From an optimization exercise on the open Yosys and OpenROAD flow, aimed at small area; shortcuts taken in it are not production practice.
RTL that was checked went through simulation tests only; none was proved equivalent to the original.
For run 2, only the layout was checked, not whether the RTL still works.
Power is estimated from default activity; no workload was simulated.

<file path="design.v">
module input_debounce(CLK, RESET, Btn, Btn_pulse);
input CLK;
input RESET;
input Btn;
output Btn_pulse;
localparam [10:0] FIRST = 11'd117;      
reg s;
reg P;
reg busy;                     
reg [10:0] C;
assign Btn_pulse = P;
wire last = (C[9] == 1'b0) && (C[7:0] == 8'b0011_0000);
wire go   = (Btn ^ s) & ~P;            
wire done = go & busy & last;         
always @(posedge CLK, posedge RESET)
begin
	if (RESET) begin
		s <= 1'b0;
		P <= 1'b0;
		busy <= 1'b0;
	end
	else begin
		if (done) s <= ~s;
		P <= done & ~s;
		busy <= go & ~done;
	end
end
always @(posedge CLK)
	C <= busy ? {C[9:0], ~(C[10] ^ C[8])} : FIRST;
endmodule
module hvsync_generator(clk, reset, vga_h_sync, vga_v_sync, xb, xu, xr5, yb, yu, yr5);
input clk;
input reset;
output vga_h_sync, vga_v_sync;
output reg [3:0] xb;
output reg [3:0] xu;
output wire xr5;
output reg [3:0] yb;
output reg [3:0] yu;
output wire yr5;
reg [2:0] xr, yr;
reg vga_HS, vga_VS;
assign xr5 = xr[2] & ~xr[1];
assign yr5 = yr[2] & ~yr[1];
wire xr1 = ~xr[2] & xr[0] & ~xr[1];
wire yr1 = ~yr[2] & yr[0] & ~yr[1];
wire x_blk_end = xr5 && (xu == 4'd8);                
wire x_wrap    = x_blk_end && (xb == 4'd15);
wire x_800     = xr5 && (xu == 4'd7) && (xb == 4'd13);  
reg [3:0] xu_next;
always @(*) begin
	case (xu)
		4'd15: xu_next = 4'd0;
		4'd0:  xu_next = 4'd1;
		4'd1:  xu_next = 4'd2;
		4'd2:  xu_next = 4'd3;
		4'd3:  xu_next = 4'd7;
		4'd7:  xu_next = 4'd6;
		4'd6:  xu_next = 4'd5;
		4'd5:  xu_next = 4'd4;
		4'd4:  xu_next = 4'd8;
		default: xu_next = 4'd15;
	endcase
end
wire y_521     = yr1 && (yu == 4'd5) && (yb == 4'd9);
wire y_blk_end = yr5 && (yu == 4'd8);
wire y_wrap    = yr1 && (yu == 4'd3) && (yb == 4'd10);
always @(posedge clk)
begin
	if (reset) begin
		xb <= 4'd13; xu <= 4'd6; xr <= 3'b001;      
	end
	else begin
		xr <= {xr[1:0], (~xr[2] | ~xr[1]) & ~x_wrap};
		if (xr5) xu <= xu_next;
		if (x_blk_end) xb <= xb + 4'd1;
	end
end
always @(posedge clk)
begin
	if (reset) begin
		yb <= 4'd9; yu <= 4'd5; yr <= 3'b011;       
	end
	else if (y_521 || x_800) begin
		if (y_wrap) begin
			yb <= 4'd0; yu <= 4'd15; yr <= 3'b000;
		end
		else begin
			yr <= {yr[1:0], ~yr[2] | ~yr[1]};
			if (yr5) yu <= (yu == 4'd8) ? 4'd15 : yu + 4'd1;
			if (y_blk_end) yb <= yb + 4'd1;
		end
	end
end
always @(posedge clk)
begin
	vga_HS <= ((xb == 4'd10) && (xu == 4'd5 || xu == 4'd4 || xu == 4'd8)) || (xb == 4'd11)
	       || ((xb == 4'd12) && (xu == 4'd15 || xu <= 4'd3 || xu == 4'd7 || (xu == 4'd6 && xr1)));
	vga_VS <= ((yb == 4'd8) && (yu == 4'd8) && yr5) || ((yb == 4'd9) && (yu == 4'd15) && yr1);
end
assign vga_h_sync = ~vga_HS;
assign vga_v_sync = ~vga_VS;
endmodule
module display_interface(
	CLK, RESET,
	HSYNC, VSYNC, R, G, B,
	PIECE, CUR_SQ, NEXT_SQ, COL_END,
	CURSOR_ADDR, SELECT_ADDR, SELECT_EN
	);
input wire CLK, RESET;
output wire HSYNC, VSYNC;
output wire [2:0] R;
output wire [2:0] G;
output wire [1:0] B;
input wire [3:0] PIECE;
output wire [5:0] CUR_SQ;
output wire [5:0] NEXT_SQ;
output wire COL_END;
input wire [5:0] CURSOR_ADDR;
input wire [5:0] SELECT_ADDR;
input wire SELECT_EN;
wire [3:0] xb, yb, xu, yu;
wire xr5, yr5;
hvsync_generator syncgen(.clk(CLK), .reset(RESET),
	.vga_h_sync(HSYNC), .vga_v_sync(VSYNC),
	.xb(xb), .xu(xu), .xr5(xr5), .yb(yb), .yu(yu), .yr5(yr5));
wire [2:0] row = yb[2:0];
wire [2:0] col = xb[2:0];
assign CUR_SQ  = {row, col};
assign NEXT_SQ = {row, (xb[3] || col == 3'd7) ? 3'd0 : col + 3'd1};
assign COL_END = (xu == 4'd8) && xr5;       
reg art_bit;
always @(*) begin
	case ({PIECE[2:0], yu[2:0], xu[2:0]})
		9'o143, 9'o147, 9'o152, 9'o153, 9'o156, 9'o157, 9'o161, 9'o162,
		9'o163, 9'o165, 9'o166, 9'o167, 9'o171, 9'o172, 9'o173, 9'o175,
		9'o176, 9'o177:
			art_bit = 1'b1;
		9'o203, 9'o207, 9'o211, 9'o212, 9'o213, 9'o216, 9'o217, 9'o220,
		9'o221, 9'o222, 9'o223, 9'o225, 9'o226, 9'o227, 9'o230, 9'o231,
		9'o232, 9'o234, 9'o235, 9'o236, 9'o237, 9'o244, 9'o245, 9'o246,
		9'o253, 9'o254, 9'o255, 9'o256, 9'o257, 9'o262, 9'o263, 9'o264,
		9'o265, 9'o266, 9'o267, 9'o271, 9'o272, 9'o273, 9'o275, 9'o276,
		9'o277:
			art_bit = 1'b1;
		9'o313, 9'o317, 9'o322, 9'o323, 9'o326, 9'o327, 9'o332, 9'o333,
		9'o336, 9'o337, 9'o343, 9'o347, 9'o353, 9'o357, 9'o362, 9'o363,
		9'o366, 9'o367, 9'o370, 9'o371, 9'o372, 9'o374, 9'o375, 9'o376:
			art_bit = 1'b1;
		9'o411, 9'o413, 9'o415, 9'o417, 9'o421, 9'o422, 9'o423, 9'o425,
		9'o426, 9'o427, 9'o432, 9'o433, 9'o436, 9'o437, 9'o443, 9'o447,
		9'o453, 9'o457, 9'o462, 9'o463, 9'o466, 9'o467, 9'o471, 9'o472,
		9'o473, 9'o475, 9'o476, 9'o477:
			art_bit = 1'b1;
		9'o511, 9'o513, 9'o514, 9'o516, 9'o521, 9'o523, 9'o524, 9'o526,
		9'o531, 9'o533, 9'o534, 9'o536, 9'o541, 9'o543, 9'o544, 9'o546,
		9'o551, 9'o552, 9'o553, 9'o554, 9'o555, 9'o556, 9'o557, 9'o561,
		9'o562, 9'o563, 9'o564, 9'o565, 9'o566, 9'o567, 9'o571, 9'o572,
		9'o573, 9'o574, 9'o575, 9'o576, 9'o577:
			art_bit = 1'b1;
		9'o603, 9'o607, 9'o611, 9'o612, 9'o613, 9'o615, 9'o616, 9'o617,
		9'o623, 9'o627, 9'o633, 9'o637, 9'o642, 9'o643, 9'o646, 9'o647,
		9'o651, 9'o652, 9'o653, 9'o655, 9'o656, 9'o657, 9'o661, 9'o662,
		9'o663, 9'o665, 9'o666, 9'o667, 9'o672, 9'o673, 9'o676, 9'o677:
			art_bit = 1'b1;
		default: art_bit = 1'b0;
	endcase
end
wire in_board = ~xb[3] && ~yb[3] && !(col == 3'd7 && COL_END) && !(row == 3'd7 && yu == 4'd8 && yr5);
wire border = (xu == 4'd15) || (xu == 4'd8) || (xu == 4'd4 && xr5)
           || (yu == 4'd15) || (yu == 4'd8) || (yu == 4'd7 && yr5);
wire dark = row[0] ^ col[0];
localparam C_OUT = 3'd7, C_DARK = 3'd3, C_LIGHT = 3'd5, C_BLACK = 3'd0, C_WHITE = 3'd1, C_CURSOR = 3'd2, C_SEL = 3'd4;
reg [2:0] code;
reg [2:0] code_next;
always @(*) begin
	if (RESET || !in_board) code_next = C_OUT;
	else if (border) begin
		if (CURSOR_ADDR == CUR_SQ) code_next = C_CURSOR;
		else if (SELECT_EN && SELECT_ADDR == CUR_SQ) code_next = C_SEL;
		else code_next = dark ? C_DARK : C_LIGHT;
	end
	else if (art_bit) code_next = PIECE[3] ? C_BLACK : C_WHITE;
	else code_next = dark ? C_DARK : C_LIGHT;
end
always @(posedge CLK) code <= code_next;
reg [7:0] color;
always @(*) begin
	case (code)
		C_DARK:   color = 8'b101_000_00;
		C_LIGHT:  color = 8'b111_110_10;
		C_BLACK:  color = 8'b001_001_01;
		C_WHITE:  color = 8'b111_111_11;
		C_CURSOR: color = 8'b000_000_11;
		C_SEL:    color = 8'b111_000_00;
		default:  color = 8'b000_000_00;
	endcase
end
assign R = color[7:5];
assign G = color[4:2];
assign B = color[1:0];
endmodule
module game_logic(
	CLK, RESET,
	BtnL, BtnU, BtnR, BtnD, BtnC,
	cursor_contents, cursor_stale, ahead_empty,
	cursor_addr, selected_addr, sel_piece, sel_empty, dest_addr,
	state, player_to_move, move_is_legal
	);
input wire CLK, RESET;
input wire BtnL, BtnU, BtnR, BtnD, BtnC;
input wire [3:0] cursor_contents;
input wire cursor_stale;  
input wire ahead_empty;   
output reg [5:0] cursor_addr;
output reg [5:0] selected_addr;
output reg [3:0] sel_piece;
output reg [5:0] dest_addr;
output reg [2:0] state;
output wire move_is_legal;
localparam PIECE_NONE   = 3'b000;
localparam PIECE_PAWN   = 3'b001;
localparam PIECE_KNIGHT = 3'b010;
localparam PIECE_BISHOP = 3'b011;
localparam PIECE_ROOK   = 3'b100;
localparam PIECE_QUEEN  = 3'b101;
localparam PIECE_KING   = 3'b110;
localparam COLOR_WHITE  = 0;
localparam COLOR_BLACK  = 1;
localparam INITIAL = 3'b000,
	PIECE_SEL = 3'b001, PIECE_MOVE = 3'b010,
	WRITE_NEW_PIECE = 3'b011, ERASE_OLD_PIECE = 3'b100;
output reg player_to_move;
output reg sel_empty;
wire [2:0] sel_type = sel_empty ? PIECE_NONE : sel_piece[2:0];
wire cur_own = (cursor_contents[3] == player_to_move) && (cursor_contents[2:0] != PIECE_NONE);
always @(posedge CLK, posedge RESET) begin
	if (RESET) begin
		state <= INITIAL;
		player_to_move <= COLOR_WHITE;
		cursor_addr <= 6'b110_100;
	end
	else begin
		case (state)
			INITIAL: state <= PIECE_SEL;
			PIECE_SEL:
				if (BtnC && cur_own) state <= PIECE_MOVE;
			PIECE_MOVE:
				if (BtnC) begin
					if (!cur_own && legal) state <= WRITE_NEW_PIECE;
					else if (!cur_own) state <= PIECE_SEL;
				end
			WRITE_NEW_PIECE: state <= ERASE_OLD_PIECE;
			ERASE_OLD_PIECE: begin
				state <= PIECE_SEL;
				player_to_move <= ~player_to_move;
			end
			default: ;
		endcase
		if      (BtnL && cursor_addr[2:0] != 3'b000) cursor_addr[2:0] <= cursor_addr[2:0] - 3'd1;
		else if (BtnR && cursor_addr[2:0] != 3'b111) cursor_addr[2:0] <= cursor_addr[2:0] + 3'd1;
		else if (BtnU && cursor_addr[5:3] != 3'b000) cursor_addr[5:3] <= cursor_addr[5:3] - 3'd1;
		else if (BtnD && cursor_addr[5:3] != 3'b111) cursor_addr[5:3] <= cursor_addr[5:3] + 3'd1;
	end
end
always @(posedge CLK) begin
	if (state == INITIAL) begin
		selected_addr <= 6'd0;
		sel_piece <= {1'b1, PIECE_ROOK};
		sel_empty <= 1'b0;
	end
	else begin
		if ((state == PIECE_SEL || state == PIECE_MOVE) && BtnC && cur_own) begin
			selected_addr <= cursor_addr;
			sel_piece <= cursor_contents;
			sel_empty <= 1'b0;
		end
		if (state == ERASE_OLD_PIECE) sel_empty <= 1'b1;
	end
	if (state == PIECE_MOVE) dest_addr <= cursor_addr;
end
wire [2:0] cr = cursor_addr[5:3], cc = cursor_addr[2:0];
wire [2:0] sr = selected_addr[5:3], sc = selected_addr[2:0];
wire [3:0] dh = {1'b0, cc} - {1'b0, sc};
wire [3:0] dv = {1'b0, cr} - {1'b0, sr};
wire [2:0] h_delta = (dh[2:0] ^ {3{dh[3]}}) + {2'b0, dh[3]};
wire [2:0] v_delta = (dv[2:0] ^ {3{dv[3]}}) + {2'b0, dv[3]};
wire dest_empty = (cursor_contents[2:0] == PIECE_NONE);
reg legal;
always @(*) begin
	case (sel_type)
		PIECE_PAWN:
			if (cursor_stale)
				legal = 1'b0;
			else if (player_to_move == COLOR_WHITE)
				legal = (cr < sr) && (
					  (v_delta == 3'd2 && h_delta == 3'd0 && sr == 3'b110 && dest_empty && ahead_empty)
					|| (v_delta == 3'd1 && h_delta == 3'd0 && dest_empty)
					|| (v_delta == 3'd1 && h_delta == 3'd1 && cursor_contents[3] == COLOR_BLACK && !dest_empty));
			else
				legal = (cr > sr) && (
					  (v_delta == 3'd2 && h_delta == 3'd0 && sr == 3'b001 && dest_empty && ahead_empty)
					|| (v_delta == 3'd1 && h_delta == 3'd0 && dest_empty)
					|| (v_delta == 3'd1 && h_delta == 3'd1 && cursor_contents[3] == COLOR_WHITE && !dest_empty));
		PIECE_ROOK:   legal = (h_delta == 3'd0 || v_delta == 3'd0);
		PIECE_QUEEN:  legal = (h_delta == 3'd0 || v_delta == 3'd0 || h_delta == v_delta);
		PIECE_KING:   legal = (h_delta <= 3'd1) && (v_delta <= 3'd1);
		PIECE_BISHOP: legal = (h_delta == v_delta);
		PIECE_KNIGHT: legal = (h_delta == 3'd2 && v_delta == 3'd1) || (v_delta == 3'd2 && h_delta == 3'd1);
		default:      legal = 1'b0;
	endcase
end
assign move_is_legal = legal && (state != INITIAL);
endmodule
`timescale 1ns / 1ps
module chess_top( MemOE, MemWR, RamCS, FlashCS, QuadSpiFlashCS,
		ClkPort,
		BtnL, BtnU, BtnD, BtnR, BtnC,
		Sw0,
		vga_hsync, vga_vsync,
		vga_r0, vga_r1, vga_r2,
		vga_g0, vga_g1, vga_g2,
		vga_b0, vga_b1,
		Ld0, Ld1, Ld2, Ld3, Ld4
	);
input		Sw0;
input		BtnL, BtnU, BtnD, BtnR, BtnC;
input		ClkPort;
output wire	MemOE, MemWR, RamCS, FlashCS, QuadSpiFlashCS;
assign MemOE = 1'b0;
assign MemWR = 1'b0;
assign RamCS = 1'b0;
assign FlashCS = 1'b0;
assign QuadSpiFlashCS = 1'b0;
output wire vga_hsync, vga_vsync;
output wire vga_r0, vga_r1, vga_r2;
output wire vga_g0, vga_g1, vga_g2;
output wire vga_b0, vga_b1;
output wire Ld0, Ld1, Ld2, Ld3, Ld4;
wire Reset = Sw0;
wire[2:0] vga_r;
wire[2:0] vga_g;
wire[1:0] vga_b;
assign vga_r0 = vga_r[2]; assign vga_r1 = vga_r[1]; assign vga_r2 = vga_r[0];
assign vga_g0 = vga_g[2]; assign vga_g1 = vga_g[1]; assign vga_g2 = vga_b[0];
assign vga_b0 = vga_b[1]; assign vga_b1 = vga_b[0];
wire BtnC_pulse, BtnU_pulse, BtnR_pulse, BtnL_pulse, BtnD_pulse;
input_debounce L_debounce(.CLK(ClkPort), .RESET(Reset), .Btn(BtnL), .Btn_pulse(BtnL_pulse));
input_debounce R_debounce(.CLK(ClkPort), .RESET(Reset), .Btn(BtnR), .Btn_pulse(BtnR_pulse));
input_debounce U_debounce(.CLK(ClkPort), .RESET(Reset), .Btn(BtnU), .Btn_pulse(BtnU_pulse));
input_debounce D_debounce(.CLK(ClkPort), .RESET(Reset), .Btn(BtnD), .Btn_pulse(BtnD_pulse));
input_debounce C_debounce(.CLK(ClkPort), .RESET(Reset), .Btn(BtnC), .Btn_pulse(BtnC_pulse));
function [3:0] init_piece;
	input [5:0] sq;
	reg [2:0] back;
	begin
		case (sq[2:0])
			3'd0, 3'd7: back = 3'd4;
			3'd1, 3'd6: back = 3'd2;
			3'd2, 3'd5: back = 3'd3;
			3'd3:       back = 3'd5;
			default:    back = 3'd6;
		endcase
		case (sq[5:3])
			3'd0: init_piece = {1'b1, back};
			3'd1: init_piece = 4'b1001;
			3'd6: init_piece = 4'b0001;
			3'd7: init_piece = {1'b0, back};
			default: init_piece = 4'b0000;
		endcase
	end
endfunction
wire [5:0] cursor_addr, selected_addr, dest_addr;
wire [3:0] sel_piece;
wire sel_empty;
wire [2:0] logic_state;
wire [3:0] cursor_contents;
reg ahead_empty;
wire player_is_black;
game_logic logic_module(
	.CLK(ClkPort), .RESET(Reset),
	.BtnL(BtnL_pulse), .BtnU(BtnU_pulse), .BtnR(BtnR_pulse), .BtnD(BtnD_pulse), .BtnC(BtnC_pulse),
	.cursor_contents(cursor_contents), .cursor_stale(pend_dest && cursor_addr[3] == dest_addr[3] && cursor_addr[0] == dest_addr[0]),
	.ahead_empty(ahead_empty && !(pend_dest && dest_addr == ahead_sq)),
	.cursor_addr(cursor_addr), .selected_addr(selected_addr),
	.sel_piece(sel_piece), .sel_empty(sel_empty), .dest_addr(dest_addr),
	.state(logic_state), .player_to_move(player_is_black), .move_is_legal(Ld4));
assign { Ld3, Ld2, Ld1, Ld0 } = { 1'b0, logic_state };
wire st_initial = (logic_state == 3'd0);
wire st_write   = (logic_state == 3'd3);
wire st_erase   = (logic_state == 3'd4);
reg [255:0] ring;            
reg [5:0] phase;             
reg init_pending;
reg pend_dest;               
wire [3:0] slot0  = ring[3:0];
wire [3:0] slot32 = ring[131:128];
wire absorb_dest = pend_dest && (phase == dest_addr);
wire absorb_src  = sel_empty && (phase == selected_addr);
wire phase_last = (phase[4:0] == 5'd16);
reg [3:0] head_in;           
always @(*) begin
	if (init_pending) head_in = init_piece(phase);
	else if (absorb_dest) head_in = sel_piece;
	else if (absorb_src) head_in = 4'b0000;
	else head_in = slot0;
end
always @(posedge ClkPort) begin
	ring <= {head_in, ring[255:4]};
	phase <= st_initial ? 6'd0 : {phase[5] ^ phase_last,
	                              phase[3:0], phase[4] ^ phase[2] ^ (phase[3:0] == 4'd0)};
	init_pending <= st_initial | (init_pending & ~(phase_last & phase[5]));
	pend_dest <= st_write | (pend_dest & ~absorb_dest);
end
function [1:0] mod3;
	input [2:0] v;
	case (v)
		3'd0, 3'd3, 3'd6: mod3 = 2'd0;
		3'd1, 3'd4, 3'd7: mod3 = 2'd1;
		default:          mod3 = 2'd2;
	endcase
endfunction
reg [3:0] box [0:8];
wire [3:0] head_dr = {1'b0, phase[5:3]} - {1'b0, cursor_addr[5:3]};
wire [3:0] head_dc = {1'b0, phase[2:0]} - {1'b0, cursor_addr[2:0]};
wire head_near = (head_dr == 4'd0 || head_dr == 4'd1 || head_dr == 4'd15)
              && (head_dc == 4'd0 || head_dc == 4'd1 || head_dc == 4'd15);
always @(posedge ClkPort)
	if (head_near) box[mod3(phase[5:3]) * 3 + mod3(phase[2:0])] <= head_in;
assign cursor_contents = box[mod3(cursor_addr[5:3]) * 3 + mod3(cursor_addr[2:0])];
wire [5:0] ahead_sq = {(player_is_black ? 3'd2 : 3'd5), selected_addr[2:0]};
always @(posedge ClkPort)
	if (phase == ahead_sq) ahead_empty <= (head_in[2:0] == 3'b000);
wire [5:0] cur_sq, next_sq;
wire col_end;
reg [3:0] dcur, dnext;
wire next_any  = (next_sq[4:0] == phase[4:0]);      
wire next_head = next_any && (next_sq[5] == phase[5]);
wire cur_is_dest = (cur_sq == dest_addr);
wire cur_is_src  = (cur_sq == selected_addr);
always @(posedge ClkPort) begin
	if (next_any) dnext <= next_head ? head_in : slot32;
	if (col_end) dcur <= next_head ? head_in : dnext;
	else if (absorb_dest && cur_is_dest) dcur <= sel_piece;
	else if (absorb_src && cur_is_src) dcur <= 4'b0000;
end
reg [3:0] disp_piece;
always @(*) begin
	if (pend_dest && cur_sq == dest_addr) disp_piece = sel_piece;
	else if (sel_empty && cur_sq == selected_addr) disp_piece = 4'b0000;
	else disp_piece = dcur;
end
display_interface display_interface(
	.CLK(ClkPort), .RESET(Reset),
	.HSYNC(vga_hsync), .VSYNC(vga_vsync),
	.R(vga_r), .G(vga_g), .B(vga_b),
	.PIECE(disp_piece), .CUR_SQ(cur_sq), .NEXT_SQ(next_sq), .COL_END(col_end),
	.CURSOR_ADDR(cursor_addr), .SELECT_ADDR(selected_addr),
	.SELECT_EN(logic_state == 3'd2));
endmodule
</file>
<file path="run.sh">
#!/bin/bash
# synth_recipe.tcl (not shown) runs the flow's synth.tcl, then flattens the netlist and writes it again
# the make line also repeats each setting of config.mk as NAME=value (left out here)
make -C /OpenROAD-flow-scripts/flow DESIGN_CONFIG=/design/flow/config.mk WORK_HOME=/design/flow/orfs CLKGATE_MAP_FILE= SYNTH_SCRIPT=/design/flow/synth_recipe.tcl finish
</file>
<file path="config.mk">
export PLATFORM = sky130hd
export DESIGN_NAME = chess_top
export DESIGN_NICKNAME = chess_top
export VERILOG_FILES = /design/flow/design.v
export SDC_FILE = /design/flow/constraint.sdc
export NUM_CORES = 8
export LEC_CHECK = 0
export CAP_MARGIN = 20
export CORE_MARGIN = 2
export CORE_UTILIZATION = 60
export CTS_BUF_LIST = sky130_fd_sc_hd__clkbuf_16
export CTS_CLUSTER_DIAMETER = 90
export CTS_CLUSTER_SIZE = 26
export PLACE_DENSITY = 0.75
export SLEW_MARGIN = 20
</file>
<file path="constraint.sdc">
create_clock -name core_clock -period 10.0 [get_ports {ClkPort}]
set_input_delay 2.0000 -clock core_clock [delete_from_list [all_inputs] [get_ports {ClkPort}]]
set_output_delay 2.0000 -clock core_clock [all_outputs]
set_load 0.01 [all_outputs]
</file>
==> results.yml, run 1 <==
place:
  io_buffers: 20
  dp_hpwl_mm: 17.3
  dp_cells: 1500
  dpl_cell_area_um2: 15000
  gp_congestion: 0.869
drt:
  drt_iter0_drc: 633
  drt-total-wl_mm: 25.4
  post_drt_via_cell_ratio: 5.41
  vias: 8312
  first_pass_iters: 5
  drc: 0
  wl_per_cell_um: 16.5
  ant_nets: 0
die:
  core_region_area_um2: 24100
  start_util_pct: 60.7
  die_height_um: 160
  num_rows: 57
  die_area_um2: 25600
  ios: 27
  die_x_um: 160
job:
  drv_cap: 0
worst_setup_path:
  cpMostUsedCell: "ha_1"
  rrSetupSlack_ns: 4.96
  start_kind: "flip-flop"
  crit_path_cell_trace: "inv_1, ha_1, and2_0, a211oi_1, nand2_1, ha_1, ha_1, inv_1, fa_1, mux4_1, mux2_4, mux2i_4, xor2_2, or4_1, a211oi_1, a311oi_1, nor2_1, clkdlybuf4s50_1"
  crit_arrival_ns: 5.72
  cp_max_fo: 9
  regToRegEndpoint: "logic_module.sel_piece[0]$_SDFFE_PP0P_"
  rr_worst_depth: 17
  reg2reg_from: "logic_module.cursor_addr[4]$_DFFE_PP1P_"
  crit_type: "reg2out"
  crit_slowest_cell: "dfstp_2"
  endpoint_kind: "output port"
  slowest_delay_ns: 0.68
  required_ns: 8.00
power:
  pwr-share-comb_pct: 14.1
  p_int_mw: 2.51
  p_sw_share_pct: 26.7
  seqPwrFrac_pct: 59.0
  switchingPower_mw: 0.918
  p_leak_nw: 6.36
  powerDensity_nw_per_um2: 219
  p_clk_share_pct: 26.9
  peakVddDrop_uv: 228
cts:
  clk_latency_ns: 0.53
  cts_tree: "yes"
  cts_sinks: 433
  cts_resized: 0
  post_cts_buffers: 0
  clkTransAtPathRegs_ns: 0.10
  clk_path_buf_depth: 3
  cts_root_buf: "clkbuf_16"
  htreeDepth: 1
  cts_hold_buffers: 0
  numCtsBuffers: 21
worst_hold_path:
  hold_depth: 0
  min_to: "ring[26]$_DFF_P_"
  hp-class: "reg2reg"
  hold_path_startpoint: "ring[30]$_DFF_P_"
timing:
  max_slew.worst_pin.slew_ns: 0.989
  grt_setup_unrepaired: "no"
  fin_worst_skew_ns: 0.0154
  slew_violations: 0
  setup_tns_ns: 0
  slew_headroom_pct: 33.5
  hold_viol: 0
  setup_viol: 0
  period_needed_ns: 7.72
  fmax_ghz: 0.130
  post-route-period-util_pct: 77.2
synthesis:
  syn_area_um2: 14600
  ys_async_sr_fraction_pct: 5.77
  synthesis.instances: 1198
  yosysUniqueCellTypes: 80
  avgSynthCellArea_um2: 12.2
  yosysWarnings: 5
  synthFlopType: "dfxtp_1"
  ys_seq_area_share_pct: 63.7
  ys_seq_elements: 433
  synth_edf_count: 51
cells_and_area:
  final_area_um2: 15700
  num_antenna_cells: 0
  drive_gt1_share_pct: 5.12
  syn_to_final_growth_pct: 7.05
  layout.cells.non_filler: 1536
  nets: 1265
global_route:
  grt_pass1_wl_mm: 41.2
  grt_pass1_vias: 7981
  antenna_found_initial: 0
  grt_max_degree: 28
  grt_usage_pct: 19.8
  overflow: 0
run_status:
  status: "timing/DRC/antenna clean"
## Yosys cell counts (11+ instances only)
cell type  instances  area, um2
a21oi_1           30        150
and2_1            34        213
clkbuf_1          31        116
dfrtp_1           22        551
dfxtp_1          357       7150
edfxtp_1          51       1530
ha_1              52        651
inv_1             46        173
mux2_2            16        180
mux2i_1           18        180
nand2_1           73        274
nand2b_1          36        225
nand3_1           25        125
nand3b_1          14        105
nor2_1            58        218
nor2b_1           11       68.8
nor3_1            29        145
o21ai_0           41        205
xnor2_1           45        394
xor2_1            30        263
## kinds of logic after synthesis
logic type | share of synthesized area, %
flops | 63.7
simple gates | 12.4
compound gates | 6.49
buf+inv | 3.01
xor+xnor | 4.60
fa+ha+maj | 5.48
mux | 4.31
other cells | 0.0256
## sequential cells by signal (all words and copies together) (netlist names), 4 cells and up
register                      count
box                              36
D_debounce.C                     11
logic_module.dest_addr            6
display_interface.syncgen.yb      4
dnext                             4
U_debounce.C                     11
R_debounce.C                     11
dcur                              4
C_debounce.C                     11
display_interface.syncgen.xu      4
ring                            256
display_interface.syncgen.xb      4
logic_module.selected_addr        6
phase                             6
logic_module.sel_piece            4
display_interface.syncgen.yu      4
L_debounce.C                     11
logic_module.cursor_addr          6
## power groups by stage
stage / combinational (mW) / sequential, mW / clock, mW
after floorplan: 0.379 / 2.00 / 0
after global placement: 0.460 / 2.06 / 0
after detailed placement: 0.470 / 2.06 / 0
after CTS: 0.477 / 2.02 / 0.947
after global routing: 0.540 / 2.04 / 1.01
final: 0.485 / 2.02 / 0.923
## metrics by stage
step / power (mW) / setup slack [ns] / hold WS (ns) / util, %
finish: 3.43 / 2.28 / 0.323 / 64.9
detailed placement: 2.53 / 2.83 / 0.312 / 62.3
floorplan: 2.38 / 3.74 / 0.310 / -
CTS: 3.45 / 2.25 / 0.323 / 64.9
global route: 3.59 / 1.89 / 0.328 / 64.9
global placement: 2.52 / 2.97 / 0.310 / 62.3
## cell type report
cell class / instances / area (um2)
flip-flops and latches: 433 / 9310
fillers: 1892 / 8450
multi-input cells: 671 / 4910
clock buffers: 21 / 526
well taps: 324 / 405
repair buffers: 25 / 238
inverters: 47 / 176
clock inverters: 15 / 92.6
## critical path: cells and delay by family (launching register included)
kind / cells / cell delay, ns
compound gates: 3 / 0.70
xor+xnor: 1 / 0.09
fa+ha+maj: 4 / 1.29
buf+inv: 3 / 0.74
flops: 1 / 0.68
mux: 3 / 0.79
simple gates: 4 / 0.91
## worst max path at each step
stage                                       startpoint  end  slack [ns]  depth (start not counted)
2_1_floorplan  logic_module.cursor_addr[4]$_DFFE_PP1P_  Ld4        3.74                         17
3_3_place_gp   logic_module.cursor_addr[1]$_DFFE_PP0N_  Ld4        2.97                         15
3_5_place_dp   logic_module.cursor_addr[4]$_DFFE_PP1P_  Ld4        2.83                         18
4_1_cts        logic_module.cursor_addr[4]$_DFFE_PP1P_  Ld4        2.25                         18
5_1_grt        logic_module.cursor_addr[4]$_DFFE_PP1P_  Ld4        1.89                         18
6_report       logic_module.cursor_addr[4]$_DFFE_PP1P_  Ld4        2.28                         18
## metal layers
metal | global-route usage, % | routed length [um] | part of all wire, % | vias to the layer above
li1 | - | - | - | 4081
met1 | 27.2 | 11900 | 47 | 3975
met2 | 31.5 | 11300 | 44 | 198
met3 | 3.22 | 1260 | 5.0 | 58
met4 | 8.07 | 992 | 3.9 | 0
met5 | 0 | 0 | 0 | -
## cells in the final DEF (no fill, tap or decap), types with 30 or more instances in the layout
cell / Yosys / final
dfxtp_1: 357 / 357
nand2_1: 73 / 73
nor2_1: 58 / 58
inv_1: 46 / 55
ha_1: 52 / 52
edfxtp_1: 51 / 51
xnor2_1: 45 / 45
o21ai_0: 41 / 38
nand2b_1: 36 / 36
and2_1: 34 / 34
a21oi_1: 30 / 30
xor2_1: 30 / 30
==> run 2: changes to the inputs <==
--- a/design.v
+++ b/design.v
@@ -216,3 +216,4 @@
 output reg [5:0] selected_addr;
-output reg [3:0] sel_piece;
+output wire [3:0] sel_piece;   
+reg [2:0] sel_kind;
 output reg [5:0] dest_addr;
@@ -234,3 +235,4 @@
 output reg sel_empty;
-wire [2:0] sel_type = sel_empty ? PIECE_NONE : sel_piece[2:0];
+wire [2:0] sel_type = sel_empty ? PIECE_NONE : sel_kind;
+assign sel_piece = {(state == ERASE_OLD_PIECE) ? player_to_move : ~player_to_move, sel_kind};
 wire cur_own = (cursor_contents[3] == player_to_move) && (cursor_contents[2:0] != PIECE_NONE);
@@ -268,3 +270,3 @@
 		selected_addr <= 6'd0;
-		sel_piece <= {1'b1, PIECE_ROOK};
+		sel_kind <= PIECE_ROOK;
 		sel_empty <= 1'b0;
@@ -274,3 +276,3 @@
 			selected_addr <= cursor_addr;
-			sel_piece <= cursor_contents;
+			sel_kind <= cursor_contents[2:0];
 			sel_empty <= 1'b0;
@@ -383,3 +385,3 @@
 	.cursor_contents(cursor_contents), .cursor_stale(pend_dest && cursor_addr[3] == dest_addr[3] && cursor_addr[0] == dest_addr[0]),
-	.ahead_empty(ahead_empty && !(pend_dest && dest_addr == ahead_sq)),
+	.ahead_empty(ahead_empty),
 	.cursor_addr(cursor_addr), .selected_addr(selected_addr),
==> flow/run.sh (new file) <==
#!/bin/bash
# Standard layout, with the port buffers made from the smallest buffer cell.
bash standard.sh BUFFER_PORTS_ARGS="-buffer_cell sky130_fd_sc_hd__buf_1" finish > standard.log 2>&1
==> standard.sh (new file) <==
#!/bin/bash
# synth_recipe.tcl (not shown) runs the flow's synth.tcl, then flattens the netlist and writes it again
# the make line also repeats each setting of config.mk as NAME=value (left out here)
make -C /OpenROAD-flow-scripts/flow DESIGN_CONFIG=/design/flow/config.mk WORK_HOME=/design/flow/orfs CLKGATE_MAP_FILE= SYNTH_SCRIPT=/design/flow/synth_recipe.tcl "${@:-finish}"
removed: run.sh
==> run 2 against run 1 <==
First-iteration DRC count fell by 7.3%. Critical path depth shrank 2. Sequential power about the same. Critical endpoint unchanged. Highest routed layer unchanged.
==> results.yml, run 2 <==
cts:
  clk_latency_ns: 0.55
  cts_tree: "yes"
  cts_resized: 0
  clk_path_buf_depth: 3
  htreeDepth: 1
  post_cts_buffers: 0
  cts_hold_buffers: 0
  clkTransAtPathRegs_ns: 0.11
  cts_root_buf: "clkbuf_16"
  cts_sinks: 432
  numCtsBuffers: 20
worst_setup_path:
  crit_type: "reg2out"
  crit_slowest_cell: "a2111oi_0"
  rr_worst_depth: 16
  crit_path_cell_trace: "ha_1, ha_1, a21o_1, a2111oi_0, ha_1, ha_1, inv_1, fa_1, mux4_2, mux2i_1, or3_1, nand2_2, nor4bb_1, a21oi_1, nor2_1, buf_1"
  endpoint_kind: "output port"
  cp_max_fo: 10
  required_ns: 8.00
  slowest_delay_ns: 0.76
  path_depth: 16
  cp.buffers_inverters: 2
  crit_arrival_ns: 5.44
  reg2reg_from: "logic_module.cursor_addr[1]$_DFFE_PP0N_"
  rrSetupSlack_ns: 4.67
  critical-path-top-delay-family: "adder cells"
  cpMostUsedCell: "ha_1"
  regToRegEndpoint: "logic_module.sel_kind[2]$_SDFFE_PP1P_"
  start_kind: "flip-flop"
timing:
  setup_tns_ns: 0
  slew_headroom_pct: 28.6
  fin_worst_skew_ns: 0.0228
  setup_ws_ns: 2.56
  max_slew.worst_pin.slew_ns: 1.06
  fmax_ghz: 0.134
  hold_viol: 0
  setup_viol: 0
  slew_violations: 0
  post-route-period-util_pct: 74.4
  grt_setup_unrepaired: "no"
  period_needed_ns: 7.44
global_route:
  grt_pass1_vias: 7834
  antenna_found_initial: 0
  overflow: 0
  grt_pass1_wl_mm: 39.7
  grt_usage_pct: 19.0
  grt_max_degree: 29
place:
  io_buffers: 20
  place_ws_ns: 3.12
  dpl_cell_area_um2: 14800
  dp_hpwl_mm: 16.3
  gp_congestion: 0.866
synthesis:
  avgSynthCellArea_um2: 12.1
  yosysWarnings: 5
  synth_area_leaders: "dfxtp_1 49%, edfxtp_1 11%, ha_1 4.5%"
  synth_most_common_cell: "dfxtp_1"
  synth_compound_area_share_pct: 6.79
  synth_mux_area_share_pct: 4.55
  synthAdderAreaFrac_pct: 5.44
  synth.largest_area_cell: "dfxtp_1"
  synth_top_area_share_pct: 49.0
  ys_seq_area_share_pct: 63.9
  syn_area_um2: 14500
  yosysUniqueCellTypes: 76
  synth_top_family_by_area: "simple AND/OR/NAND/NOR gates"
  yosys.area_share.simple_pct: 11.8
  synth_edf_count: 51
  ys_async_sr_fraction_pct: 5.79
  yosys-top-cells-count: "356 x dfxtp_1, 70 x nand2_1, 60 x nor2_1, 52 x ha_1, 52 x inv_1"
  ys_seq_elements: 432
  synth_xor_area_share_pct: 4.28
  synthesis.instances: 1199
  synthFlopType: "dfxtp_1"
die:
  die_height_um: 160
  die_x_um: 160
  ios: 27
  num_rows: 56
  die_area_um2: 25500
  core_region_area_um2: 23600
  start_util_pct: 61.5
cells_and_area:
  syn_to_final_growth_pct: 6.08
  largest_reg_flops: 256
  mostFrequentLayoutCells: "356 x dfxtp_1, 70 x nand2_1, 62 x inv_1"
  nFillCells: 1805
  mostFrequentLayoutCell: "dfxtp_1"
  nets: 1265
  drive_gt1_share_pct: 4.96
  num_antenna_cells: 0
  largest_register: "ring"
  final_area_um2: 15400
drt:
  drt_iter0_drc: 587
  first_pass_iters: 7
  drc: 0
  wl_per_cell_um: 15.8
  drt-total-wl_mm: 24.2
  post_drt_via_cell_ratio: 5.31
  vias: 8118
  ant_nets: 0
run_status:
  status: "timing/DRC/antenna clean"
worst_hold_path:
  hold_depth: 0
  min_to: "ring[2]$_DFF_P_"
  hp-class: "reg2reg"
  hold_path_startpoint: "ring[6]$_DFF_P_"
power:
  p_leak_nw: 6.30
  peakVddDrop_uv: 174
  powerDensity_nw_per_um2: 225
job:
  drv_cap: 0
-- run 2: worst register-to-register path, cell delays in order (launching register included) --
cell	delay, ns
dfrtp_1	0.56
ha_1	0.30
ha_1	0.20
a21o_1	0.17
a2111oi_0	0.76
ha_1	0.27
ha_1	0.14
inv_1	0.04
fa_1	0.67
mux4_2	0.55
mux2i_1	0.21
or3_1	0.20
nand2_2	0.10
nor3_2	0.56
buf_6	0.23
mux2i_1	0.22
nand2b_1	0.07
-- run 2: power breakdown --
group          internal [mW]  switching (mW)  total (mW)
clock                  0.399           0.510       0.909
combinational          0.201           0.314       0.514
sequential              1.93           0.108        2.04
-- run 2: final cells by class --
| type | count | area, um2 | area share (%) |
|---|---|---|---|
| Sequential cell | 432 | 9290 | 60.2 |
| Timing Repair Buffer | 24 | 109 | 0.706 |
| Clock buffer | 20 | 500 | 3.25 |
| Multi-Input combinational cell | 666 | 4810 | 31.2 |
| Inverter | 55 | 206 | 1.34 |
| Tap cell | 319 | 399 | 2.59 |
| Clock inverter | 13 | 106 | 0.690 |
-- run 2: kinds of logic after synthesis --
group | count (synthesis)
muxes | 56
adders and majority gates | 59
DFF | 432
other | 1
and+or+nand+nor | 321
xor gates and xnor gates | 71
AOI/OAI and AO/OA | 153
buffers and inverters | 106
-- run 2: layer usage --
| layer | wire length [um] | GRT usage, % | part of all wire (%) |
|---|---|---|---|
| met1 | 11400 | 26.5 | 47 |
| met2 | 10800 | 30.2 | 44 |
| met3 | 1060 | 2.60 | 4.4 |
| met4 | 972 | 7.93 | 4.0 |
| met5 | 0 | 0 | 0 |
-- run 2: worst max path at each step --
stage,startpoint,endpoint,slack (ns)
2_1_floorplan,logic_module.cursor_addr[4]$_DFFE_PP1P_,Ld4,4.00
5_1_grt,logic_module.cursor_addr[1]$_DFFE_PP0N_,Ld4,2.24
3_5_place_dp,logic_module.cursor_addr[1]$_DFFE_PP0N_,Ld4,3.12
3_3_place_gp,logic_module.cursor_addr[1]$_DFFE_PP0N_,Ld4,3.32
4_1_cts,logic_module.cursor_addr[1]$_DFFE_PP0N_,Ld4,2.49
6_report,logic_module.cursor_addr[1]$_DFFE_PP0N_,Ld4,2.56
-- run 2: stage by stage --
| stage | utilization, % | hold WS, ns | power [mW] | cells |
|---|---|---|---|---|
| after floorplan | - | 0.310 | 2.44 | 1204 |
| after global placement | 62.6 | 0.310 | 2.57 | 1495 |
| after detailed placement | 62.7 | 0.312 | 2.58 | 1496 |
| after CTS | 65.3 | 0.312 | 3.49 | 1529 |
| after global routing | 65.3 | 0.321 | 3.64 | 1529 |
| final | 65.3 | 0.312 | 3.46 | 1529 |
==> run 3: changes to the inputs <==
--- a/design.v
+++ b/design.v
@@ -216,4 +216,3 @@
 output reg [5:0] selected_addr;
-output wire [3:0] sel_piece;   
-reg [2:0] sel_kind;
+output reg [3:0] sel_piece;
 output reg [5:0] dest_addr;
@@ -235,4 +234,3 @@
 output reg sel_empty;
-wire [2:0] sel_type = sel_empty ? PIECE_NONE : sel_kind;
-assign sel_piece = {(state == ERASE_OLD_PIECE) ? player_to_move : ~player_to_move, sel_kind};
+wire [2:0] sel_type = sel_empty ? PIECE_NONE : sel_piece[2:0];
 wire cur_own = (cursor_contents[3] == player_to_move) && (cursor_contents[2:0] != PIECE_NONE);
@@ -270,3 +268,3 @@
 		selected_addr <= 6'd0;
-		sel_kind <= PIECE_ROOK;
+		sel_piece <= {1'b1, PIECE_ROOK};
 		sel_empty <= 1'b0;
@@ -276,3 +274,3 @@
 			selected_addr <= cursor_addr;
-			sel_kind <= cursor_contents[2:0];
+			sel_piece <= cursor_contents;
 			sel_empty <= 1'b0;
@@ -385,3 +383,3 @@
 	.cursor_contents(cursor_contents), .cursor_stale(pend_dest && cursor_addr[3] == dest_addr[3] && cursor_addr[0] == dest_addr[0]),
-	.ahead_empty(ahead_empty),
+	.ahead_empty(ahead_empty && !(pend_dest && ahead_is_dest)),
 	.cursor_addr(cursor_addr), .selected_addr(selected_addr),
@@ -425,6 +423,11 @@
 reg [3:0] box [0:8];
-wire [3:0] head_dr = {1'b0, phase[5:3]} - {1'b0, cursor_addr[5:3]};
-wire [3:0] head_dc = {1'b0, phase[2:0]} - {1'b0, cursor_addr[2:0]};
-wire head_near = (head_dr == 4'd0 || head_dr == 4'd1 || head_dr == 4'd15)
-              && (head_dc == 4'd0 || head_dc == 4'd1 || head_dc == 4'd15);
+function near1;
+	input [2:0] a, b;
+	case ({a, b})
+		6'o00, 6'o01, 6'o10, 6'o11, 6'o12, 6'o21, 6'o22, 6'o23, 6'o32, 6'o33, 6'o34,
+		6'o43, 6'o44, 6'o45, 6'o54, 6'o55, 6'o56, 6'o65, 6'o66, 6'o67, 6'o76, 6'o77: near1 = 1'b1;
+		default: near1 = 1'b0;
+	endcase
+endfunction
+wire head_near = near1(phase[5:3], cursor_addr[5:3]) && near1(phase[2:0], cursor_addr[2:0]);
 always @(posedge ClkPort)
@@ -433,2 +436,4 @@
 wire [5:0] ahead_sq = {(player_is_black ? 3'd2 : 3'd5), selected_addr[2:0]};
+wire ahead_is_dest = (dest_addr[5] != player_is_black) && (dest_addr[3] != player_is_black)
+                  && (dest_addr[0] == selected_addr[0]);
 always @(posedge ClkPort)
==> run.sh (new file) <==
#!/bin/bash
# synth_recipe.tcl (not shown) runs the flow's synth.tcl, then flattens the netlist and writes it again
# the make line also repeats each setting of config.mk as NAME=value (left out here)
make -C /OpenROAD-flow-scripts/flow DESIGN_CONFIG=/design/flow/config.mk WORK_HOME=/design/flow/orfs CLKGATE_MAP_FILE= SYNTH_SCRIPT=/design/flow/synth_recipe.tcl finish
--- a/config.mk
+++ b/config.mk
@@ -13,3 +13,3 @@
 export CTS_CLUSTER_SIZE = 26
-export PLACE_DENSITY = 0.75
+export PLACE_DENSITY = 0.8
 export SLEW_MARGIN = 20
removed: flow/run.sh
removed: standard.sh
==> run 3 against run 2 <==
Cell count rose by 1.3%. Utilization fell by 0.87 points. Via count rose by 2.5%. Sequential share of layout area fell by 0.31 points. Clock skew fell by 0.0064 ns. Combinational power fell by 15%. Non-clock buffer count rose by 2. Power fell by 2.2%. Synthesized cell count rose by 1.3%. Largest power group unchanged.
==> results.yml, run 3 <==
timing:
  fmax_ghz: 0.135
  slew_violations: 0
  setup_tns_ns: 0
  grt_setup_unrepaired: "no"
  post-route-period-util_pct: 74.0
  hold_viol: 0
  max_slew.worst_pin.slew_ns: 1.10
  slew_headroom_pct: 26.4
  period_needed_ns: 7.40
  fin_worst_skew_ns: 0.0164
  setup_ws_ns: 2.60
  setup_viol: 0
  holdWs_ns: 0.319
place:
  dp_hpwl_mm: 16.7
  gp_congestion: 0.882
  io_buffers: 20
  place_ws_ns: 3.19
die:
  ios: 27
  num_rows: 57
  die_x_um: 160
  die_height_um: 160
  die_area_um2: 25500
  start_util_pct: 60.4
  core_region_area_um2: 24100
synthesis:
  synth_most_common_cell: "dfxtp_1"
  avgSynthCellArea_um2: 12.0
  ys_seq_area_share_pct: 63.9
  ys_async_sr_fraction_pct: 5.77
  ys_seq_elements: 433
  yosysWarnings: 5
  syn_area_um2: 14600
  yosys-top-cells-count: "357 x dfxtp_1, 74 x nand2_1, 68 x nor2_1, 51 x edfxtp_1, 51 x inv_1"
  synth_edf_count: 51
  synth.largest_area_cell: "dfxtp_1"
  synthFlopType: "dfxtp_1"
  synth_area_leaders: "dfxtp_1 49%, edfxtp_1 11%, ha_1 4.1%"
  yosysUniqueCellTypes: 77
  synth_top_area_share_pct: 49.1
  synthesis.instances: 1215
worst_setup_path:
  crit_arrival_ns: 5.40
  required_ns: 8.00
  critical-path-top-delay-family: "adder cells"
  cp.buffers_inverters: 3
  cp_max_fo: 11
  endpoint_kind: "output port"
  crit_slowest_cell: "dfstp_2"
  rrSetupSlack_ns: 4.68
  slowest_delay_ns: 0.67
  cpMostUsedCell: "ha_1"
  crit_path_cell_trace: "inv_1, ha_1, and2_1, a211oi_1, nand2_1, ha_1, ha_1, inv_1, fa_1, mux4_1, mux2_4, mux2i_4, xnor2_1, nand4_1, mux2i_1, a21oi_1, nor2_1, clkdlybuf4s50_1"
  start_kind: "flip-flop"
  crit_type: "reg2out"
cts:
  clkTransAtPathRegs_ns: 0.11
  cts_tree: "yes"
  cts_root_buf: "clkbuf_16"
  clk_latency_ns: 0.54
  cts_sinks: 433
  numCtsBuffers: 21
  cts_hold_buffers: 0
  clk_path_buf_depth: 3
  post_cts_buffers: 0
  cts_resized: 0
  htreeDepth: 1
worst_hold_path:
  hp-class: "reg2reg"
power:
  p_sw_share_pct: 26.0
  p_int_mw: 2.51
  p_total_mw: 3.39
  p_clk_share_pct: 26.8
  peakVddDrop_uv: 213
  powerDensity_nw_per_um2: 218
  p_leak_nw: 6.32
  switchingPower_mw: 0.882
  pwr-share-comb_pct: 13.0
  seqPwrFrac_pct: 60.2
drt:
  first_pass_iters: 5
  wl_per_cell_um: 15.8
  drt_iter0_drc: 590
  vias: 8325
  post_drt_via_cell_ratio: 5.37
  ant_nets: 0
  drc: 0
  drt-total-wl_mm: 24.5
cells_and_area:
  mostFrequentLayoutCell: "dfxtp_1"
  mostFrequentLayoutCells: "357 x dfxtp_1, 74 x nand2_1, 68 x nor2_1"
  utilization_pct: 64.4
  num_antenna_cells: 0
  largest_reg_flops: 256
  largest_register: "ring"
  syn_to_final_growth_pct: 6.63
  nets: 1274
  drive_gt1_share_pct: 4.24
global_route:
  grt_usage_pct: 19.4
  grt_pass1_wl_mm: 40.5
  grt_pass1_vias: 7967
  overflow: 0
  grt_max_degree: 28
  antenna_found_initial: 0
run_status:
  status: "timing/DRC/antenna clean"
job:
  drv_cap: 0
-- run 3: cell count changes after synthesis, sizes merged, moves of 5 or more --
| cell | change |
|---|---|
| nor2 | +8 |
| xor2 | -6 |
| nand3 | +9 |
| o21ai | +6 |
| xnor2 | +6 |
| a22oi | -5 |
| nand2b | -5 |
| clkbuf | +6 |
| nor4 | -5 |
| a21oi | +8 |
-- run 3: power by group through the flow --
| stage | logic, mW | registers [mW] | clock network [mW] |
|---|---|---|---|
| after CTS | 0.432 | 2.04 | 0.937 |
| after detailed placement | 0.425 | 2.08 | 0 |
| after global placement | 0.414 | 2.07 | 0 |
| after floorplan | 0.366 | 2.01 | 0 |
| final | 0.439 | 2.04 | 0.909 |
| after global routing | 0.495 | 2.06 | 0.997 |
-- run 3: cell families (layout without fill, tap and decap cells) --
kind of cell,after synthesis,count (layout),share of synthesized area (%)
other cells,1,6,0.0258
fa+ha+maj,54,54,4.88
buf+inv,106,111,3.45
compound gates,155,155,6.62
flops,433,433,63.9
simple gates,342,342,12.5
xor+xnor,71,71,4.27
mux,53,53,4.32
-- run 3: worst paths after layout --
path,start,to,depth (start not counted)
worst max-delay path,logic_module.cursor_addr[4]$_DFFE_PP1P_,Ld4,18
worst min-delay path,ring[5]$_DFF_P_,ring[1]$_DFF_P_,0
worst max register to register,logic_module.cursor_addr[4]$_DFFE_PP1P_,logic_module.sel_piece[3]$_SDFFE_PP1P_,17
worst min register to register,ring[5]$_DFF_P_,ring[1]$_DFF_P_,0
max in group asynchronous,Sw0,logic_module.cursor_addr[5]$_DFFE_PP1P_,3
min in group asynchronous,Sw0,R_debounce.P$_DFF_PP0_,2
-- run 3: area by class of cell --
class                           count  area [um2]
Sequential cell                   433        9310
Inverter                           51         191
Timing Repair Buffer               26         245
Tap cell                          324         405
Fill cell                        1825        8580
Multi-Input combinational cell    681        4770
Clock buffer                       21         526
Clock inverter                     13        81.3
-- run 3: routing by layer --
metal | routed length [um] | vias to the layer above | track usage [%]
li1 | - | 4116 | -
met1 | 11500 | 3969 | 27.0
met2 | 11000 | 179 | 31.0
met3 | 1060 | 61 | 3.14
met4 | 862 | 0 | 6.72
met5 | 0 | - | 0
-- run 3: worst reg2reg max path, stage by stage, from the launching register on --
cell,delay (ns)
dfstp_2,0.67
inv_1,0.13
ha_1,0.28
and2_1,0.21
a211oi_1,0.35
nand2_1,0.10
ha_1,0.29
ha_1,0.13
inv_1,0.05
fa_1,0.64
mux4_1,0.33
mux2_4,0.29
mux2i_4,0.16
xnor2_1,0.11
nand2b_4,0.19
nor4_4,0.90
and2_2,0.31
o21ai_1,0.07
-- run 3: per-stage QoR --
stage,area [um2],std cells
after CTS,15500,1548
final,15500,1549
after floorplan,14600,1220
after detailed placement,14900,1514
after global placement,14900,1514
after global routing,15500,1549
==> run 4: changes to the inputs <==
==> flow/run.sh (new file) <==
#!/bin/bash
# Standard layout, with the port buffers made from the smallest buffer cell.
bash standard.sh BUFFER_PORTS_ARGS="-buffer_cell sky130_fd_sc_hd__buf_1" finish > standard.log 2>&1
==> standard.sh (new file) <==
#!/bin/bash
# synth_recipe.tcl (not shown) runs the flow's synth.tcl, then flattens the netlist and writes it again
# the make line also repeats each setting of config.mk as NAME=value (left out here)
make -C /OpenROAD-flow-scripts/flow DESIGN_CONFIG=/design/flow/config.mk WORK_HOME=/design/flow/orfs CLKGATE_MAP_FILE= SYNTH_SCRIPT=/design/flow/synth_recipe.tcl "${@:-finish}"
--- a/config.mk
+++ b/config.mk
@@ -13,3 +13,3 @@
 export CTS_CLUSTER_SIZE = 26
-export PLACE_DENSITY = 0.8
+export PLACE_DENSITY = 0.75
 export SLEW_MARGIN = 20
removed: run.sh
==> run 4 against run 3 <==
Fmax grew 4.5%. Via count shrank 1.1%. Power shrank 0.70%. Largest power group unchanged. Highest routed layer unchanged. Clock power shrank 2.6%. Die area is the same. Flip-flop and latch count is the same. Still clean. Final area shrank 0.97%. First-iteration DRC count grew 19%. Clock skew grew 0.011 ns. Synthesized cell count is the same. Register-to-register slack is essentially flat. Sequential power is essentially flat.
==> results.yml, run 4 <==
timing:
  slew_violations: 0
  holdWs_ns: 0.319
  fin_worst_skew_ns: 0.0277
  hold_viol: 0
  setup_tns_ns: 0
  max_slew.worst_pin.slew_ns: 1.03
  period_needed_ns: 7.08
  slew_headroom_pct: 30.8
  grt_setup_unrepaired: "no"
  fmax_ghz: 0.141
  setup_viol: 0
  post-route-period-util_pct: 70.8
worst_setup_path:
  crit_type: "reg2out"
  cp_max_fo: 11
  rr_worst_depth: 17
  crit_arrival_ns: 5.08
  regToRegEndpoint: "logic_module.sel_piece[3]$_SDFFE_PP1P_"
  reg2reg_from: "logic_module.cursor_addr[4]$_DFFE_PP1P_"
  start_kind: "flip-flop"
  rrSetupSlack_ns: 4.69
  endpoint_kind: "output port"
  required_ns: 8.00
place:
  io_buffers: 20
  dp_hpwl_mm: 16.8
  gp_congestion: 0.874
global_route:
  antenna_found_initial: 0
  use_met3_pct: 3.38
  grt_pass1_vias: 7948
  grt_max_degree: 28
  globalRouteMet2Util_pct: 30.6
  busiest_layer: "met2"
  grt_pass1_wl_mm: 40.7
  overflow: 0
  grt_use_met1_pct: 27.7
  grt_usage_pct: 19.6
die:
  num_rows: 57
  core_region_area_um2: 24100
  ios: 27
  die_area_um2: 25500
  start_util_pct: 60.4
  die_height_um: 160
  die_x_um: 160
power:
  seqPwrFrac_pct: 60.7
  powerDensity_nw_per_um2: 219
  p_int_mw: 2.48
  pwr-share-comb_pct: 13.1
  switchingPower_mw: 0.882
  peakVddDrop_uv: 141
  p_clk_share_pct: 26.3
  p_leak_nw: 6.26
  p_sw_share_pct: 26.2
cells_and_area:
  register_area_um2: 9310
  nets: 1272
  syn_to_final_growth_pct: 5.60
  drive_gt1_share_pct: 4.09
  largest_register: "ring"
  mostFrequentLayoutCells: "357 x dfxtp_1, 74 x nand2_1, 68 x nor2_1"
  largest_reg_flops: 256
  mostFrequentLayoutCell: "dfxtp_1"
  nFillCells: 1907
  multi_input_area_um2: 4780
  num_antenna_cells: 0
cts:
  cts_root_buf: "clkbuf_16"
  clk_latency_ns: 0.55
  clk_path_buf_depth: 3
  cts_resized: 0
  htreeDepth: 1
  cts_tree: "yes"
  numCtsBuffers: 20
  post_cts_buffers: 0
  cts_hold_buffers: 0
  cts_sinks: 433
  clkTransAtPathRegs_ns: 0.11
drt:
  drc: 0
  drt_iter0_drc: 701
  post_drt_via_cell_ratio: 5.32
  wl_per_cell_um: 15.9
  ant_nets: 0
  drt-total-wl_mm: 24.6
  first_pass_iters: 5
  vias: 8234
worst_hold_path:
  hold_path_startpoint: "ring[11]$_DFF_P_"
  min_to: "ring[7]$_DFF_P_"
  hp-class: "reg2reg"
  hold_depth: 0
synthesis:
  ys_seq_elements: 433
  synth_xor_area_share_pct: 4.27
  synth_most_common_cell: "dfxtp_1"
  synth_top_family_by_area: "simple AND/OR/NAND/NOR gates"
  ys_seq_area_share_pct: 63.9
  ys_async_sr_fraction_pct: 5.77
  synthesis.instances: 1215
  syn_area_um2: 14600
  synth.largest_area_cell: "dfxtp_1"
  synth_compound_area_share_pct: 6.62
  yosysUniqueCellTypes: 77
  avgSynthCellArea_um2: 12.0
  synthFlopType: "dfxtp_1"
  synth_mux_area_share_pct: 4.32
  synthAdderAreaFrac_pct: 4.88
  synth_area_leaders: "dfxtp_1 49%, edfxtp_1 11%, ha_1 4.1%"
  yosysWarnings: 5
  yosys.area_share.simple_pct: 12.5
  synth_edf_count: 51
  synth_top_area_share_pct: 49.1
  yosys-top-cells-count: "357 x dfxtp_1, 74 x nand2_1, 68 x nor2_1, 51 x edfxtp_1, 51 x inv_1"
job:
  drv_cap: 0
run_status:
  status: "timing/DRC/antenna clean"
run 4: final cells by class:
type                    instances  area share, %
flip-flops and latches        433           60.5
multi-input cells             681           31.1
clock buffers                  20           3.25
well taps                     324           2.64
inverters                      51           1.24
repair buffers                 25          0.732
clock inverters                13          0.513
run 4: power groups by stage:
stage	clock network (mW)	logic [mW]	registers, mW
2_1_floorplan	0	0.366	2.01
3_3_place_gp	0	0.414	2.08
3_5_place_dp	0	0.430	2.08
4_1_cts	0.907	0.432	2.04
5_1_grt	0.974	0.495	2.06
6_report	0.885	0.439	2.04
run 4: metrics by stage:
stage	utilization (%)	worst slack (ns)	power, mW	cells	area [um2]
floorplan	-	3.99	2.37	1220	14600
global route	63.8	2.53	3.53	1547	15400
global placement	61.4	3.65	2.49	1514	14800
CTS	63.8	2.90	3.38	1547	15400
finish	63.8	2.92	3.37	1547	15400
detailed placement	61.4	3.51	2.51	1514	14800
run 4: how the worst max path moves through the flow:
stage	startpoint	to	slack, ns	depth (start not counted)
2_1_floorplan	logic_module.cursor_addr[4]$_DFFE_PP1P_	Ld4	3.99	15
3_3_place_gp	logic_module.cursor_addr[4]$_DFFE_PP1P_	Ld4	3.65	18
3_5_place_dp	logic_module.cursor_addr[4]$_DFFE_PP1P_	Ld4	3.51	18
4_1_cts	logic_module.cursor_addr[4]$_DFFE_PP1P_	Ld4	2.90	18
5_1_grt	logic_module.cursor_addr[4]$_DFFE_PP1P_	Ld4	2.53	18
6_report	logic_module.cursor_addr[4]$_DFFE_PP1P_	Ld4	2.92	18
run 4: kinds of logic after synthesis:
| kind of cell | after synthesis |
|---|---|
| adder cells (fa/ha/maj) | 54 |
| flip-flops | 433 |
| other | 1 |
| AND/OR/NAND/NOR | 342 |
| multiplexers | 53 |
| buffers and inverters | 106 |
| XOR/XNOR | 71 |
| AO/OA/AOI/OAI | 155 |
run 4: routing by layer:
| metal | part of all wire [%] | wire [um] | up-vias |
|---|---|---|---|
| met5 | 0 | 0 | - |
| met2 | 44 | 10900 | 169 |
| met3 | 4.6 | 1130 | 49 |
| met4 | 3.1 | 763 | 0 |
| met1 | 48 | 11900 | 3905 |
| li1 | - | - | 4111 |
run 4: worst max-delay path: stages, from the launching register on:
cell,delay [ns]
dfstp_2,0.69
inv_1,0.13
ha_1,0.27
and2_1,0.20
a211oi_1,0.37
nand2_1,0.10
ha_1,0.29
ha_1,0.13
inv_1,0.04
fa_1,0.65
mux4_1,0.37
mux2_4,0.29
mux2i_4,0.15
xnor2_1,0.17
nand4_1,0.12
mux2i_1,0.19
a21oi_1,0.09
nor2_1,0.12
buf_1,0.16
==> run 5: changes to the inputs <==
--- a/config.mk
+++ b/config.mk
@@ -12,3 +12,3 @@
 export CTS_CLUSTER_DIAMETER = 90
-export CTS_CLUSTER_SIZE = 26
+export CTS_CLUSTER_SIZE = 24
 export PLACE_DENSITY = 0.75
==> run 5 against run 4 <==
Non-clock buffer count is the same. Via count grew 0.47%. Largest cell class unchanged. Routed wire length grew 0.67%. Setup slack better by 0.018 ns. Register-to-register slack got worse by 0.02 ns. Synthesized cell count is the same. Global-route usage barely moved. Clock-buffer cell count increased by 2. Largest power group unchanged. Highest routed layer unchanged. Cell count grew 0.13%.
==> results.yml, run 5 <==
cells_and_area:
  mostFrequentLayoutCells: "357 x dfxtp_1, 74 x nand2_1, 68 x nor2_1"
  drive_gt1_share_pct: 4.33
  num_antenna_cells: 0
  syn_to_final_growth_pct: 6.05
  nFillCells: 1891
  largest_reg_flops: 256
  nets: 1274
  largest_register: "ring"
  mostFrequentLayoutCell: "dfxtp_1"
place:
  gp_congestion: 0.874
  place_ws_ns: 3.51
  io_buffers: 20
  dp_hpwl_mm: 16.8
cts:
  cts_sinks: 433
  cts_root_buf: "clkbuf_16"
  clkTransAtPathRegs_ns: 0.10
  htreeDepth: 1
  cts_resized: 0
  cts_tree: "yes"
  clk_path_buf_depth: 3
  cts_hold_buffers: 0
  numCtsBuffers: 22
  clk_latency_ns: 0.55
  post_cts_buffers: 0
worst_setup_path:
  start_kind: "flip-flop"
  crit_path_cell_trace: "inv_1, ha_1, and2_1, a211oi_1, nand2_1, ha_1, ha_1, inv_1, fa_1, mux4_1, mux2_4, mux2i_4, xnor2_1, nand4_1, mux2i_1, a21oi_1, nor2_1, buf_1"
  crit_arrival_ns: 5.06
  cp.buffers_inverters: 3
  cp_max_fo: 11
  endpoint: "Ld4"
  rr_worst_depth: 17
  required_ns: 8.00
  slowest_delay_ns: 0.68
  path_depth: 18
  critical-path-top-delay-family: "adder cells"
  endpoint_kind: "output port"
  crit_type: "reg2out"
  crit_slowest_cell: "dfstp_2"
  cpMostUsedCell: "ha_1"
  rrSetupSlack_ns: 4.67
  reg2reg_from: "logic_module.cursor_addr[4]$_DFFE_PP1P_"
  crit_start: "logic_module.cursor_addr[4]$_DFFE_PP1P_"
  regToRegEndpoint: "logic_module.sel_piece[3]$_SDFFE_PP1P_"
timing:
  setup_tns_ns: 0
  slew_headroom_pct: 32.0
  max_slew.worst_pin.slew_ns: 1.01
  post-route-period-util_pct: 70.6
  fin_worst_skew_ns: 0.0269
  period_needed_ns: 7.06
  slew_violations: 0
  hold_viol: 0
  fmax_ghz: 0.142
  grt_setup_unrepaired: "no"
  setup_ws_ns: 2.94
  setup_viol: 0
synthesis:
  synth_area_leaders: "dfxtp_1 49%, edfxtp_1 11%, ha_1 4.1%"
  synth_mux_area_share_pct: 4.32
  synth_xor_area_share_pct: 4.27
  yosysUniqueCellTypes: 77
  ys_async_sr_fraction_pct: 5.77
  ys_seq_area_share_pct: 63.9
  synth_top_area_share_pct: 49.1
  yosys-top-cells-count: "357 x dfxtp_1, 74 x nand2_1, 68 x nor2_1, 51 x edfxtp_1, 51 x inv_1"
  synth_edf_count: 51
  yosysWarnings: 5
  yosys.area_share.simple_pct: 12.5
  avgSynthCellArea_um2: 12.0
  synthesis.instances: 1215
  synth_top_family_by_area: "simple AND/OR/NAND/NOR gates"
  ys_seq_elements: 433
  synthFlopType: "dfxtp_1"
  syn_area_um2: 14600
  synth_compound_area_share_pct: 6.62
  synth.largest_area_cell: "dfxtp_1"
  synth_most_common_cell: "dfxtp_1"
  synthAdderAreaFrac_pct: 4.88
power:
  powerDensity_nw_per_um2: 222
  p_total_mw: 3.42
  peakVddDrop_uv: 180
  p_leak_nw: 6.29
die:
  num_rows: 57
  die_area_um2: 25500
  die_x_um: 160
  ios: 27
  start_util_pct: 60.4
  core_region_area_um2: 24100
  die_height_um: 160
drt:
  drt_iter0_drc: 727
  ant_nets: 0
  wl_per_cell_um: 16.0
  vias: 8273
  drt-total-wl_mm: 24.8
  first_pass_iters: 5
  drc: 0
  post_drt_via_cell_ratio: 5.34
job:
  drv_cap: 0
global_route:
  grt_pass1_wl_mm: 41.0
  antenna_found_initial: 0
  grt_usage_pct: 19.6
  grt_max_degree: 26
  overflow: 0
  grt_pass1_vias: 8059
worst_hold_path:
  hold_path_startpoint: "ring[197]$_DFF_P_"
  hp-class: "reg2reg"
run_status:
  status: "timing/DRC/antenna clean"
[run 5: cell counts after synthesis]
No cell type changed its count.
[run 5: cell type report]
type,count,area [um2],area share [%]
Inverter,51,191,1.24
Multi-Input combinational cell,681,4780,31.0
Clock inverter,13,93.8,0.608
Timing Repair Buffer,25,113,0.729
Sequential cell,433,9310,60.3
Tap cell,324,405,2.62
Clock buffer,22,551,3.56
[run 5: stage by stage]
step | hold WS (ns) | util, % | cells | cell area [um2]
floorplan | 0.310 | - | 1220 | 14600
detailed placement | 0.312 | 61.4 | 1514 | 14800
global placement | 0.310 | 61.4 | 1514 | 14800
finish | 0.327 | 64.1 | 1549 | 15400
global route | 0.327 | 64.1 | 1549 | 15400
CTS | 0.318 | 64.0 | 1549 | 15400
[run 5: report_power, final]
| group | switching (mW) | internal, mW | total (mW) |
|---|---|---|---|
| clock | 0.528 | 0.411 | 0.939 |
| sequential | 0.108 | 1.93 | 2.04 |
| combinational | 0.265 | 0.177 | 0.442 |
| total | 0.901 | 2.52 | 3.42 |
[run 5: how the worst min path moves through the flow]
stage,endpoint,cells past startpoint
after detailed placement,ring[219]$_DFF_P_,0
after CTS,ring[133]$_DFF_P_,0
after global placement,ring[154]$_DFF_P_,0
after global routing,ring[133]$_DFF_P_,0
after floorplan,ring[0]$_DFF_P_,0
final,ring[193]$_DFF_P_,0
[run 5: cells by family (layout without fill, tap and decap cells)]
family / Yosys count / count (layout)
AOI/OAI and AO/OA: 155 / 155
and+or+nand+nor: 342 / 342
other: 1 / 6
xor gates and xnor gates: 71 / 71
muxes: 53 / 53
adders and majority gates: 54 / 54
buffers and inverters: 106 / 111
DFF: 433 / 433
[run 5: routing by layer]
layer,vias to the layer above,global-route usage [%],wire length (um)
li1,4117,-,-
met1,3914,27.9,11900
met2,190,30.9,11000
met3,52,2.86,1080
met4,0,6.96,818
met5,-,0,0

-- port drivers added, routing unchanged --
How much do the figures lean on ideal ports? The routed layouts below were timed once more, with nothing changed but the port constraints.
Step 1, drivers: a clkbuf_16 drives ClkPort and a buf_2 each remaining input, both assumed.
Step 2 times the ports against the registers' clock, not the clock port: input delays grow and output delays shrink by t, the midpoint of the rising clock arrivals with the driver on.
Three values: no drivers, after step 1, after step 2; two values: the first two.
| run | t (ns) | setup slack, ns | slew at the worst register clock pin (ns) |
|---|---|---|---|
| run 1 | 0.571 | 2.278 / 2.232 / 2.803 | 0.10 / 0.10 |
| run 2 | 0.587 | 2.558 / 2.509 / 3.095 | 0.11 / 0.11 |
| run 3 | 0.569 | 2.599 / 2.555 / 3.124 | 0.11 / 0.11 |
| run 4 | 0.591 | 2.918 / 2.866 / 3.457 | 0.11 / 0.11 |
| run 5 | 0.586 | 2.937 / 2.886 / 3.472 | 0.10 / 0.10 |
After both steps setup and hold are still met in every run listed.
